What follows belongs to an exercise in optimizing a design on an open flow for small area and a short achievable clock period; a production flow would make more cautious choices.
In this exercise RTL edits were held to simulation tests only and were not proved equivalent to the original.
Power and IR drop assume default switching activity.

old:
==> flow/design.v <==
module fir_retimed #(
    parameter N_TAPS = 4,
    parameter DATA_WIDTH = 18,
    parameter COEFF_WIDTH = 18
) (
    input clk,
    input reset_n,
    input ena,
    input signed [DATA_WIDTH-1:0] data_in,
    output signed [(DATA_WIDTH + COEFF_WIDTH + 2)-1:0] data_out
);
    localparam KIND = 5;
    reg signed [17:0] x0, x1;
    reg signed [18:0] u;
    reg signed [20:0] s2;
    reg signed [21:0] s1;
    reg signed [21:0] s;
    reg signed [23:0] z;
    wire [18:0] u_next;
    wire [20:0] s2_next;
    wire [21:0] s1_next;
    wire [21:0] s_next;
    wire [23:0] z_next;
    pfx_add #(.W(19), .KIND(KIND)) add_u (
        .a({x0[17], x0}), .b({x1[17], x1}), .ci(1'b0), .s(u_next));
    pfx_add #(.W(21), .KIND(KIND)) add_s2 (
        .a({u, 2'b00}), .b(~{{3{x1[17]}}, x1}), .ci(1'b1), .s(s2_next));
    pfx_add #(.W(21), .KIND(KIND)) add_s1 (
        .a({s2[20], s2[20:1]}), .b({{3{x1[17]}}, x1}), .ci(1'b0), .s(s1_next[21:1]));
    assign s1_next[0] = s2[0];
    pfx_add #(.W(22), .KIND(KIND)) add_s (
        .a(s1), .b({{4{x1[17]}}, x1}), .ci(1'b0), .s(s_next));
    pfx_add #(.W(22), .KIND(KIND)) add_z (
        .a({s[21], s[21], s[21:2]}), .b(s), .ci(1'b0), .s(z_next[23:2]));
    assign z_next[1:0] = s[1:0];
    always @(posedge clk or negedge reset_n) begin
        if (!reset_n) begin
            x0 <= 18'd0;
            x1 <= 18'd0;
            u  <= 19'd0;
            s2 <= 21'd0;
            s1 <= 22'd0;
            s  <= 22'd0;
            z  <= 24'd0;
        end else if (ena) begin
            x0 <= data_in;
            x1 <= x0;
            u  <= u_next;
            s2 <= s2_next;
            s1 <= s1_next;
            s  <= s_next;
            z  <= z_next;
        end
    end
    assign data_out = {{13{z[23]}}, z, 1'b0};
endmodule
module pfx_add #(parameter W = 22, parameter KIND = 0) (
    input  [W-1:0] a,
    input  [W-1:0] b,
    input          ci,
    output [W-1:0] s
);
    reg [W-1:0] g, p, p0, gp2, pp2;
    integer i, l, j;
    always @* begin
        p0 = a ^ b;
        g  = a & b;
        p  = p0;
        g[0] = g[0] | (p[0] & ci);
        if (KIND == 0) begin
            for (l = 1; (1 << l) <= 2*W; l = l + 1)
                for (j = (1 << l) - 1; j < W; j = j + (1 << l)) begin
                    g[j] = g[j] | (p[j] & g[j - (1 << (l-1))]);
                    p[j] = p[j] & p[j - (1 << (l-1))];
                end
            for (l = 12; l > 0; l = l - 1)
                for (j = (1 << l) + (1 << (l-1)) - 1; j < W; j = j + (1 << l)) begin
                    g[j] = g[j] | (p[j] & g[j - (1 << (l-1))]);
                    p[j] = p[j] & p[j - (1 << (l-1))];
                end
        end else if (KIND == 1) begin
            for (l = 0; (1 << l) < W; l = l + 1)
                for (i = W - 1; i >= 0; i = i - 1)
                    if ((i >> l) & 1) begin
                        j = ((i >> l) << l) - 1;
                        g[i] = g[i] | (p[i] & g[j]);
                        p[i] = p[i] & p[j];
                    end
        end else if (KIND == 4 || KIND == 5) begin
            gp2 = g; pp2 = p;
            for (i = 2; i < W; i = i + 2) begin
                gp2[i] = g[i] | (p[i] & g[i-1]);
                pp2[i] = p[i] & p[i-1];
            end
            for (l = 0; (1 << l) < W; l = l + 1)
                for (i = W - 1; i >= 0; i = i - 1)
                    if ((i >> l) & 1) begin
                        j = ((i >> l) << l) - 1;
                        if (KIND == 5 && i == 1) begin
                            g[1] = g[1] | ((p[1] & a[0]) & b[0]) | ((p[1] & p0[0]) & ci);
                            p[1] = p[1] & p[0];
                        end else if (j == i - 1 && j > 0 && ((i >> (l+1)) == 0)) begin
                            g[i] = gp2[i] | (pp2[i] & g[i-2]);
                            p[i] = pp2[i] & p[i-2];
                        end else begin
                            g[i] = g[i] | (p[i] & g[j]);
                            p[i] = p[i] & p[j];
                        end
                    end
        end else if (KIND == 2) begin
            for (l = 0; (1 << l) < W; l = l + 1)
                for (i = W - 1; i >= (1 << l); i = i - 1) begin
                    g[i] = g[i] | (p[i] & g[i - (1 << l)]);
                    p[i] = p[i] & p[i - (1 << l)];
                end
        end else begin
            for (i = 1; i < W; i = i + 1)
                g[i] = g[i] | (p[i] & g[i-1]);
        end
    end
    assign s = p0 ^ {g[W-2:0], ci};
endmodule
export LEC_CHECK = 0
export ABC_AREA = 1
export CAP_MARGIN = 0
export CORE_MARGIN = 2
export CORE_UTILIZATION = 40
export CTS_BUF_LIST = sky130_fd_sc_hd__clkbuf_8
export PLACE_DENSITY_LB_ADDON = 0.2
export SETUP_SLACK_MARGIN = 2.4
export SLEW_MARGIN = 0
export TNS_END_PERCENT = 20
create_clock -name core_clock -period 4.5 [get_ports {clk}]
standard.sh (not shown) runs the stock make flow with config.mk's settings and CLKGATE_MAP_FILE= SYNTH_SCRIPT=/design/flow/synth_recipe.tcl, a recipe that flattens the netlist after the stock synthesis.
==> flow/flow/run.sh <==
#!/bin/bash
# The standard layout, with plain buffers (not delay cells) on the ports and
# no dummy loads in the clock tree.
set -euo pipefail
bash standard.sh \
  BUFFER_PORTS_ARGS="-buffer_cell sky130_fd_sc_hd__buf_1" \
  CTS_ARGS="-sink_clustering_enable -repair_clock_nets -buf_list sky130_fd_sc_hd__clkbuf_8 -dont_use_dummy_load" \
  finish > make_finish.log 2>&1
Both conditions hold for old: the flow ran to the end and the final layout passed the timing, design-rule and antenna checks.
Setup changes, old to new
==> flow/flow/run.sh <==
#!/bin/bash
# The standard layout, with plain buffers (not delay cells) on the ports and
# a clock tree with fewer, more loaded sink buffers and no dummy loads.
set -euo pipefail
bash standard.sh \
  BUFFER_PORTS_ARGS="-buffer_cell sky130_fd_sc_hd__buf_1" \
  CTS_ARGS="-sink_clustering_enable -repair_clock_nets -buf_list sky130_fd_sc_hd__clkbuf_8 -sink_buffer_max_cap_derate 0.5 -dont_use_dummy_load" \
  RECOVER_POWER=100 \
  finish > make_finish.log 2>&1
diff --git a/flow/config.mk b/flow/config.mk
--- a/flow/config.mk
+++ b/flow/config.mk
@@ -13 +12,0 @@
-export PLACE_DENSITY_LB_ADDON = 0.2
@@ -16 +14,0 @@
-export TNS_END_PERCENT = 20
--- outcome ---
- Final checks on new, whose flow otherwise completed, came back failing, citing max-capacitance violations, max-slew violations.
- For the total vias in the final route, new came in 45 lower than old did.
- In new, the number of max-slew violations in the final report came out 37 above the value in old.
- new ends up with higher transition time of the tightest slew-check pin than old does.
- Layout overhead on the synthesized area came out lower on new than on old.
- new improves on old in wire length after detailed routing.
- Comparing new and old, the lower detailed-routed wire length on met3 is on new.

RTL: the design.v shown in full above, as it stands there.
==> flow/config.mk <==
export PLATFORM = sky130hd
export DESIGN_NAME = fir_retimed
export DESIGN_NICKNAME = fir_retimed
export VERILOG_FILES = /design/flow/design.v
export SDC_FILE = /design/flow/constraint.sdc
export NUM_CORES = 4
export LEC_CHECK = 0
export ABC_AREA = 1
export CAP_MARGIN = 0
export CORE_MARGIN = 2
export CORE_UTILIZATION = 40
export CTS_BUF_LIST = sky130_fd_sc_hd__clkbuf_8
export SETUP_SLACK_MARGIN = 2.3
export SLEW_MARGIN = 0
==> flow/constraint.sdc <==
create_clock -name core_clock -period 4.5 [get_ports {clk}]
set_input_delay 0.9000 -clock core_clock [delete_from_list [all_inputs] [get_ports {clk}]]
set_output_delay 0.9000 -clock core_clock [all_outputs]
set_load 0.01 [all_outputs]
==> flow/flow/run.sh <==
#!/bin/bash
# The standard layout, with plain buffers (not delay cells) on the ports and
# a clock tree with fewer, more loaded sink buffers and no dummy loads.
set -euo pipefail
bash standard.sh \
  BUFFER_PORTS_ARGS="-buffer_cell sky130_fd_sc_hd__buf_1" \
  CTS_ARGS="-sink_clustering_enable -repair_clock_nets -buf_list sky130_fd_sc_hd__clkbuf_8 -dont_use_dummy_load" \
  finish > make_finish.log 2>&1
The first run ran to the end with no violations.
Then changed:
SETUP_SLACK_MARGIN = 2.45   (was 2.3)
Effect: Routed wire length rose by a few percent; final area rose by a few percent; final cell count rose slightly.
Then changed:
GPL_TIMING_DRIVEN = 0   (was default)
SETUP_SLACK_MARGIN = 2.4   (was 2.45)
=> Design area is higher by 1.9%. Routed wire length grows by 16%. Power goes up by 1.5%. Final cell count climbs by 2.8%. Via count grows by 3.6%. Worst setup slack is worse by 0.092 ns. Maximum frequency decreases by 4.3%. Register-to-register slack is worse by 0.03 ns. Combinational power rises by about 3%. Non-clock buffer count grows by 47.

## v13
Starts from the design.v that is shown in full above.
Settings: LEC_CHECK=0, ABC_AREA=1, CAP_MARGIN=0, CORE_MARGIN=2, CORE_UTILIZATION=40, CTS_BUF_LIST=sky130_fd_sc_hd__clkbuf_8, SETUP_SLACK_MARGIN=2.2, SLEW_MARGIN=0; clock period 4.5 ns.
==> flow/flow/run.sh <==
#!/bin/bash
# The standard layout, with plain buffers (not delay cells) on the ports.
set -euo pipefail
bash standard.sh BUFFER_PORTS_ARGS="-buffer_cell sky130_fd_sc_hd__buf_1" finish > make_finish.log 2>&1
Here is what was changed in the inputs of v21 compared with v13.
Settings: changing CORE_UTILIZATION from 40 to 50; changing SETUP_SLACK_MARGIN from 2.2 to 2.4.
==> flow/flow/run.sh <==
#!/bin/bash
# The standard layout, with plain buffers (not delay cells) on the ports and
# a clock tree with fewer, more loaded sink buffers and no dummy loads.
set -euo pipefail
bash standard.sh \
  BUFFER_PORTS_ARGS="-buffer_cell sky130_fd_sc_hd__buf_1" \
  CTS_ARGS="-sink_clustering_enable -repair_clock_nets -buf_list sky130_fd_sc_hd__clkbuf_8 -dont_use_dummy_load" \
  finish > make_finish.log 2>&1
## What came out
Looking at the reports, v21 completed the entire flow and the layout it produced met the timing, design-rule and antenna checks. Lower number of instances resized during post-cts repair was reported by v13, not v21. Cmp v21 vs v13: count of clock-buffer cells in the layout lower in v21. v21 vs. v13: fraction of area in multi-input gates grew by 1.8 points, combinational group share of total power increased by 3.7 points relative to the old numbers.

## run 1
RTL: the design.v shown in full above, as it stands there.
Settings: LEC_CHECK=0, ABC_AREA=1, CAP_MARGIN=0, CORE_MARGIN=2, CORE_UTILIZATION=40, CTS_BUF_LIST=sky130_fd_sc_hd__clkbuf_8, SETUP_SLACK_MARGIN=2.4, SLEW_MARGIN=0; clock period 4.5 ns.
==> flow/flow/run.sh <==
#!/bin/bash
# The standard layout, with plain buffers (not delay cells) on the ports.
set -euo pipefail
bash standard.sh BUFFER_PORTS_ARGS="-buffer_cell sky130_fd_sc_hd__buf_1" finish > make_finish.log 2>&1
Run 1: PASS, flow complete, no timing, DRC or antenna violations
[inputs] run 2 vs run 1
==> flow/flow/run.sh <==
#!/bin/bash
# The standard layout, with plain buffers (not delay cells) on the ports and
# no dummy loads in the clock tree.
set -euo pipefail
bash standard.sh \
  BUFFER_PORTS_ARGS="-buffer_cell sky130_fd_sc_hd__buf_1" \
  CTS_ARGS="-sink_clustering_enable -repair_clock_nets -buf_list sky130_fd_sc_hd__clkbuf_8 -dont_use_dummy_load" \
  finish > make_finish.log 2>&1
--- a/flow/config.mk
+++ b/flow/config.mk
@@ -12,2 +12,3 @@
 export CTS_BUF_LIST = sky130_fd_sc_hd__clkbuf_8
+export PLACE_DENSITY_LB_ADDON = 0.2
 export SETUP_SLACK_MARGIN = 2.4
==> comparison <==
Re design internal power: run 2 is about 8% down on run 1. In run 2, hold slack is higher than in run 1. Looking at run 1 and run 2, the post-layout net count is a wash. Run 2 against run 1: critical path depth went down by 1; routed wire length was more or less identical; design area went down by 1.6%; non-clock buffer count went up by 4.4%; detailed-routed wire length on met2 went down by 1.6%.
Input changes introduced in run 3 (baseline for comparison: run 2):
==> flow/flow/run.sh <==
#!/bin/bash
# The standard layout, with plain buffers (not delay cells) on the ports.
set -euo pipefail
bash standard.sh BUFFER_PORTS_ARGS="-buffer_cell sky130_fd_sc_hd__buf_1" finish > make_finish.log 2>&1
--- a/flow/config.mk
+++ b/flow/config.mk
@@ -10,5 +10,4 @@
 export CORE_MARGIN = 2
-export CORE_UTILIZATION = 40
+export CORE_UTILIZATION = 60
 export CTS_BUF_LIST = sky130_fd_sc_hd__clkbuf_8
-export PLACE_DENSITY_LB_ADDON = 0.2
 export SETUP_SLACK_MARGIN = 2.4
### Flow results
Non-clock buffer count delta for run 3 relative to run 2: 7.0% lower. Compared with run 2, in run 3 final setup slack of the worst path shows a reduction of 0.029 ns; final weighted congestion in routability-driven placement shows an increase of 8.0%; final cycle utilization of the critical path shows an increase of 0.64 points. Run 3 vs. run 2: total of clock buffers placed in the layout higher; final area higher. Synthesized instance count: run 2 vs run 3 identical.
--- input diff run 3..run 4 ---
--- a/flow/config.mk
+++ b/flow/config.mk
@@ -10,4 +10,5 @@
 export CORE_MARGIN = 2
-export CORE_UTILIZATION = 60
+export CORE_UTILIZATION = 40
 export CTS_BUF_LIST = sky130_fd_sc_hd__clkbuf_8
+export PLACE_DENSITY = 0.8
 export SETUP_SLACK_MARGIN = 2.4
Results
Side by side, share of total power in combinational logic turned out higher in run 4 than in run 3. Diff run 3 -> run 4: number of buffer cells added on primary ports comparable; non-clock buffer count now smaller; largest voltage drop on the vdd net now larger; non-filler instance count after layout now larger; wire length on met3 now larger. Aggregate global routing overflow came out exactly the same in run 4 and run 3. Sort run 4 and run 3 by maximum frequency desc -> top: run 3. Worst path setup slack after routing down 0.015 ns in run 4 wrt run 3. Run 4 vs. run 3: global-route wire length before repair moved up, total non-filler cell area in the finished layout went up.

RTL: the design.v shown in full above, as it stands there.
export LEC_CHECK = 0
export ABC_AREA = 1
export CAP_MARGIN = 0
export CORE_MARGIN = 2
export CORE_UTILIZATION = 40
export CTS_BUF_LIST = sky130_fd_sc_hd__clkbuf_8
export SETUP_SLACK_MARGIN = 2.4
export SLEW_MARGIN = 0
create_clock -name core_clock -period 4.5 [get_ports {clk}]
==> flow/flow/run.sh <==
#!/bin/bash
# The standard layout, with plain buffers (not delay cells) on the ports and
# a clock tree with fewer, more loaded sink buffers and no dummy loads.
set -euo pipefail
bash standard.sh \
  BUFFER_PORTS_ARGS="-buffer_cell sky130_fd_sc_hd__buf_1" \
  CTS_ARGS="-sink_clustering_enable -repair_clock_nets -buf_list sky130_fd_sc_hd__clkbuf_8 -dont_use_dummy_load" \
  finish > make_finish.log 2>&1
The starting point completed without violations.
Then changed:
==> flow/flow/run.sh (replaced) <==
#!/bin/bash
# The standard layout, with plain buffers (not delay cells) on the ports.
set -euo pipefail
bash standard.sh BUFFER_PORTS_ARGS="-buffer_cell sky130_fd_sc_hd__buf_1" finish > make_finish.log 2>&1
--- a/flow/config.mk
+++ b/flow/config.mk
@@ -12,3 +12,3 @@
 export CTS_BUF_LIST = sky130_fd_sc_hd__clkbuf_8
-export SETUP_SLACK_MARGIN = 2.4
+export SETUP_SLACK_MARGIN = 2.6
 export SLEW_MARGIN = 0
Die area stays the same.
Via count came out higher by 8.0%.
Total power came out higher by 26%.
Wire length came out higher by 17%.
Then changed:
==> flow/flow/run.sh (replaced) <==
#!/bin/bash
# The standard layout, with plain buffers (not delay cells) on the ports and
# a clock tree with fewer, more loaded sink buffers and no dummy loads.
set -euo pipefail
bash standard.sh \
  BUFFER_PORTS_ARGS="-buffer_cell sky130_fd_sc_hd__buf_1" \
  CTS_ARGS="-sink_clustering_enable -repair_clock_nets -buf_list sky130_fd_sc_hd__clkbuf_8 -dont_use_dummy_load" \
  finish > make_finish.log 2>&1
--- a/flow/config.mk
+++ b/flow/config.mk
@@ -12,3 +12,4 @@
 export CTS_BUF_LIST = sky130_fd_sc_hd__clkbuf_8
-export SETUP_SLACK_MARGIN = 2.6
+export PLACE_DENSITY_LB_ADDON = 0.2
+export SETUP_SLACK_MARGIN = 2.4
 export SLEW_MARGIN = 0
Effect:
- routed wire length went down by 14%
- non-clock buffer count went down by 58
- cell count went down by 4.2%
- first-iteration DRC count went up by 30%
- utilization went down by 8.4 points
- global-route usage went down by 0.57 points
- clock-buffer cell count went down by 3
- total power went down by 21%
- design area went down by 16%
- clock power went down by 33%
- register-to-register slack loses 0.07 ns
Then changed:
--- a/flow/flow/run.sh
+++ b/flow/flow/run.sh
@@ -6,3 +6,3 @@
   BUFFER_PORTS_ARGS="-buffer_cell sky130_fd_sc_hd__buf_1" \
-  CTS_ARGS="-sink_clustering_enable -repair_clock_nets -buf_list sky130_fd_sc_hd__clkbuf_8 -dont_use_dummy_load" \
+  CTS_ARGS="-sink_clustering_enable -repair_clock_nets -buf_list sky130_fd_sc_hd__clkbuf_8 -sink_buffer_max_cap_derate 0.5 -dont_use_dummy_load" \
   finish > make_finish.log 2>&1
--- a/flow/config.mk
+++ b/flow/config.mk
@@ -12,3 +12,2 @@
 export CTS_BUF_LIST = sky130_fd_sc_hd__clkbuf_8
-export PLACE_DENSITY_LB_ADDON = 0.2
 export SETUP_SLACK_MARGIN = 2.4
Result: The new run passed the timing, design-rule and antenna checks; total power stays flat; cell area hardly moves; routed wire length is lower by 0.84%; via count stays flat.
Then changed:
==> flow/flow/run.sh (replaced) <==
#!/bin/bash
# The standard layout, with plain buffers (not delay cells) on the ports and
# a clock tree with fewer, more loaded sink buffers and no dummy loads.
set -euo pipefail
bash standard.sh \
  BUFFER_PORTS_ARGS="-buffer_cell sky130_fd_sc_hd__buf_1" \
  CTS_ARGS="-sink_clustering_enable -repair_clock_nets -buf_list sky130_fd_sc_hd__clkbuf_8 -dont_use_dummy_load" \
  finish > make_finish.log 2>&1
--- a/flow/config.mk
+++ b/flow/config.mk
@@ -12,2 +12,3 @@
 export CTS_BUF_LIST = sky130_fd_sc_hd__clkbuf_8
+export PLACE_DENSITY_LB_ADDON = 0.1
 export SETUP_SLACK_MARGIN = 2.4
After rerunning: The changed run passed the timing, design-rule and antenna checks. Global-route usage grows by 0.30 points. First-iteration DRC count shrinks by 14%. Power stays flat. Sequential cell count does not change.
Then changed:
--- a/flow/flow/run.sh
+++ b/flow/flow/run.sh
@@ -6,3 +6,3 @@
   BUFFER_PORTS_ARGS="-buffer_cell sky130_fd_sc_hd__buf_1" \
-  CTS_ARGS="-sink_clustering_enable -repair_clock_nets -buf_list sky130_fd_sc_hd__clkbuf_8 -dont_use_dummy_load" \
+  CTS_ARGS="-sink_clustering_enable -repair_clock_nets -buf_list sky130_fd_sc_hd__clkbuf_8 -sink_clustering_size 40 -sink_clustering_max_diameter 300 -sink_buffer_max_cap_derate 0.5 -dont_use_dummy_load" \
   finish > make_finish.log 2>&1
--- a/flow/config.mk
+++ b/flow/config.mk
@@ -12,3 +12,2 @@
 export CTS_BUF_LIST = sky130_fd_sc_hd__clkbuf_8
-export PLACE_DENSITY_LB_ADDON = 0.1
 export SETUP_SLACK_MARGIN = 2.4
Outcome: Combinational power barely changes; wire length falls by about 1.1%; via count rises by 1.6%; register-to-register slack improved by 0.08 ns.

[static timing again, ports no longer ideal]
In the flow no input, the clock included, has a driving cell. The finished layouts below were timed again as built, in two steps. Step 1: set_driving_cell puts a clkbuf_16 on clk and a buf_2 on each other input, an assumption about the parent block. Step 2 moves the port delays by t, midway between the first and last clock arrival at a register: inputs arrive t later, outputs are due t later. That takes back most of the time a late clock gives input paths. a / b / c = no drivers / after step 1 / after step 2; a / b = the first two.
run	shift t [ns]	setup WS [ns]	worst setup path at the end	cell pins on the clock port's net
old	0.471	2.437 / 2.399 / 2.060	input to register	1
new	0.474	1.891 / 1.908 / 1.434	input to register	1
the first run of note 2	0.470	2.476 / 2.448 / 2.064	input to register	1
the second run of note 2	0.474	2.467 / 2.430 / 2.136	input to register	1
the third run of note 2	0.482	2.375 / 2.338 / 2.063	input to register	1
v13	0.479	2.386 / 2.349 / 1.938	input to register	1
v21	0.475	2.451 / 2.451 / 2.175	input to register	1
run 1	0.480	2.464 / 2.427 / 2.145	input to register	1
run 2	0.470	2.528 / 2.490 / 2.066	input to register	1
run 3	0.476	2.499 / 2.460 / 2.202	input to register	1
run 4	0.481	2.485 / 2.448 / 2.089	input to register	1
the first run of note 5	0.472	2.464 / 2.428 / 2.148	input to register	1
the second run of note 5	0.479	2.472 / 2.434 / 2.335	input to register	1
the third run of note 5	0.470	2.528 / 2.490 / 2.066	input to register	1
the fourth run of note 5	0.472	2.464 / 2.428 / 2.148	input to register	1
the fifth run of note 5	0.485	2.457 / 2.417 / 2.139	input to register	1
the sixth run of note 5	0.472	2.464 / 2.428 / 2.148	input to register	1
